This is an optimization exercise on Yosys and OpenROAD, whose aim is small area, a short achievable clock period and few clock cycles, not a production implementation. The RTL was checked by simulation tests, not by an equivalence proof against the original design. Power is estimated from default activity; no workload was simulated.

==> flow/design.v (excerpt) <==
module JAM (
    input CLK,
    input RST,
    output [3:0] MatchCount,
    output [9:0] MinCost,
    output       Valid,
    output [2:0] W,
    output [2:0] J,
    input  [6:0] Cost
);
For scale: ~2,400 cells after synthesis, roughly 23,000 um^2 of cells after synthesis.
export LEC_CHECK = 0
export CAP_MARGIN = 20
export CORE_MARGIN = 2
export CORE_UTILIZATION = 40
export SETUP_SLACK_MARGIN = 4.3
export SLEW_MARGIN = 20
create_clock -name core_clock -period 7.0 [get_ports {CLK}]
run.sh (not shown) runs the stock make flow with config.mk's settings and CLKGATE_MAP_FILE= SYNTH_SCRIPT=/design/flow/synth_recipe.tcl, a recipe that flattens the netlist after the stock synthesis.
The baseline passed the timing, DRC and antenna checks.
Testbench counts at the start, summed over its fixed seeds: cycles 4,380.
Edit:
CTS_CLUSTER_DIAMETER = 80   (was not set)
CTS_CLUSTER_SIZE = 20   (was not set)
SETUP_SLACK_MARGIN = 4.1   (was 4.3)
Outcome:
- The changed run finished with timing, DRC and antenna clean
- first-iteration DRC count went down by a few percent
- routed wire length shrinks by a few percent
- worst setup slack hardly moves
- synthesized area stays the same
- via count shrinks by a few percent


JK:
Starting RTL as in the previous note.
Settings: LEC_CHECK=0, CAP_MARGIN=20, CORE_MARGIN=2, CORE_UTILIZATION=40, CTS_CLUSTER_DIAMETER=80, CTS_CLUSTER_SIZE=20, SETUP_SLACK_MARGIN=3.8, SLEW_MARGIN=20; clock period 7.0 ns.
JK: full flow OK, the timing, DRC and antenna checks passed
Testbench counts of JK, summed over its fixed seeds: cycles 4,380.
diff inputs: JK => MS
diff --git a/flow/config.mk b/flow/config.mk
--- a/flow/config.mk
+++ b/flow/config.mk
@@ -10 +10 @@
-export CORE_UTILIZATION = 40
+export CORE_UTILIZATION = 50
@@ -13 +13 @@
-export SETUP_SLACK_MARGIN = 3.8
+export SETUP_SLACK_MARGIN = 4.0
--- outcome ---
- MS against JK: utilization up 12 points; portion of the layout cell area used by non-clock buffers rose by 1.4 points; buffers plus inverters on the worst setup path now larger; met3 global-route usage shows an increase of 0.26 points.
- Taking JK as the reference point, the post-CTS setup-driven buffer insertion count of MS rises by 30.
#### Input delta (AL over MS)
diff --git a/flow/config.mk b/flow/config.mk
--- a/flow/config.mk
+++ b/flow/config.mk
@@ -10,3 +10 @@
-export CORE_UTILIZATION = 50
-export CTS_CLUSTER_DIAMETER = 80
-export CTS_CLUSTER_SIZE = 20
+export CORE_UTILIZATION = 40
## What came out
AL: no failed stages, no open violations at the end
Taking MS as the reference, in AL count of clock-buffer cells in the layout increased 29; placeable core region increased about 25%; fraction of final layout cells sized beyond drive strength 1 increased 0.51 points; met1 track demand over resource in global routing decreased 7.4 points.
Summary of the comparison: power share of the clock group is higher in AL, relative to MS.
The area growth from synthesis to final layout of AL exceeds that of MS by 2.9 points.
Worst slew slack as a fraction of its limit delta (AL − MS): unfavourable
Sequential share of layout area down 0.94 points in AL wrt MS
On post-route fraction of the period consumed by the critical path, the higher figure sits with MS, not AL.
## Diff of input files: TR against AL
diff --git a/flow/config.mk b/flow/config.mk
--- a/flow/config.mk
+++ b/flow/config.mk
@@ -11 +11,3 @@
-export SETUP_SLACK_MARGIN = 4.0
+export CTS_CLUSTER_DIAMETER = 80
+export CTS_CLUSTER_SIZE = 20
+export SETUP_SLACK_MARGIN = 3.9
### Flow results
On clock network fraction of design power, the higher figure sits with AL, not TR. Going from AL to TR, the internal power consumption was found to have gone down by 9.7%. The lower share of the core filled with cells in the final layout of AL and TR is in TR.


JAM again, from the RTL that the note above started with.
clock: 7.0 ns
lec_check: 0
abc_area: 1
cap_margin: 20
core_margin: 2
core_utilization: 40
cts_cluster_diameter: 80
cts_cluster_size: 20
setup_slack_margin: 4.0
slew_margin: 20
Testbench counts at the start, summed over its fixed seeds: cycles 4,380.
Next try:
--- a/flow/config.mk
+++ b/flow/config.mk
@@ -8 +7,0 @@
-export ABC_AREA = 1
@@ -12,2 +11 @@
-export CTS_CLUSTER_DIAMETER = 80
-export CTS_CLUSTER_SIZE = 20
+export PLACE_DENSITY = 0.8
=> The new run finished with timing, DRC and antenna clean; setup slack is better by 0.25 ns; via count goes down by about 3.2%; register-to-register slack is better by 0.25 ns; area after synthesis goes up by about 1.5%; fmax goes up by 8.2%; die area goes up by 1.5%; power goes up by 6.4%; count of clock-buffer cells in the layout goes up by 18; cell area goes up by about 3.3%; global-route usage goes down by 2.1 points.
Next try:
--- a/flow/config.mk
+++ b/flow/config.mk
@@ -11 +11,3 @@
-export PLACE_DENSITY = 0.8
+export CTS_BUF_LIST = sky130_fd_sc_hd__clkbuf_8 sky130_fd_sc_hd__clkbuf_16
+export CTS_CLUSTER_DIAMETER = 100
+export CTS_CLUSTER_SIZE = 24
Outcome: The new run went through all stages and came out clean; setup slack got worse by 0.039 ns; clock power goes down by well over a third; global-route usage goes up by 1.2 points; synthesized area stays the same; wire length goes up by a few percent.
Next try:
--- a/flow/config.mk
+++ b/flow/config.mk
@@ -11 +10,0 @@
-export CTS_BUF_LIST = sky130_fd_sc_hd__clkbuf_8 sky130_fd_sc_hd__clkbuf_16
@@ -13 +12 @@
-export CTS_CLUSTER_SIZE = 24
+export CTS_CLUSTER_SIZE = 30
Result: Sequential power stays flat. Hold slack gets better by 0.011 ns. Non-clock buffer count decreases by 8. Final area decreases slightly. Global-route usage hardly moves. Die area stays the same. Wire length decreases slightly. Total power decreases slightly. Final cell count decreases slightly.

==> port drivers added, routing unchanged <==
In the flow no input, the clock included, has a driving cell. The finished layouts below were timed again as built, in two steps. Step 1 (the two cells are an assumption about what drives the block):
set clk [get_ports {CLK}]
set_driving_cell -lib_cell sky130_fd_sc_hd__clkbuf_16 $clk
set_driving_cell -lib_cell sky130_fd_sc_hd__buf_2 [delete_from_list [all_inputs] $clk]
Step 2 times the ports against the registers' clock, not the clock port: input delays grow and output delays shrink by t, the midpoint of the rising clock arrivals with the driver on. a / b / c = ideal / step 1 / step 2; a / b = the first two.
run	t, ns	slack for setup (ns)	worst setup path after step 2	worst register clock-pin slew, ns
the first run of note 1	0.653	3.830 / 3.830 / 3.830	register to register	0.06 / 0.06
the second run of note 1	0.683	3.827 / 3.827 / 3.827	register to register	0.09 / 0.09
JK	0.645	3.834 / 3.818 / 3.604	input, reset recovery	0.09 / 0.09
MS	0.669	3.841 / 3.841 / 3.796	input, reset recovery	0.09 / 0.09
AL	0.651	3.954 / 3.954 / 3.877	input, reset recovery	0.07 / 0.07
TR	0.659	3.911 / 3.890 / 3.557	input, reset recovery	0.09 / 0.09
the first run of note 3	0.653	3.721 / 3.721 / 3.721	register to register	0.09 / 0.09
the second run of note 3	0.659	3.971 / 3.971 / 3.738	input, reset recovery	0.07 / 0.07
the third run of note 3	0.644	3.932 / 3.932 / 3.901	input, reset recovery	0.10 / 0.10
the fourth run of note 3	0.625	3.950 / 3.947 / 3.914	input, reset recovery	0.12 / 0.12
After both steps every run listed still meets setup and hold. The setup slack of TR, which loses most, moves by -0.021 ns with the drivers and by -0.354 ns with both steps. The worst setup slack also covers recovery checks on asynchronous resets.
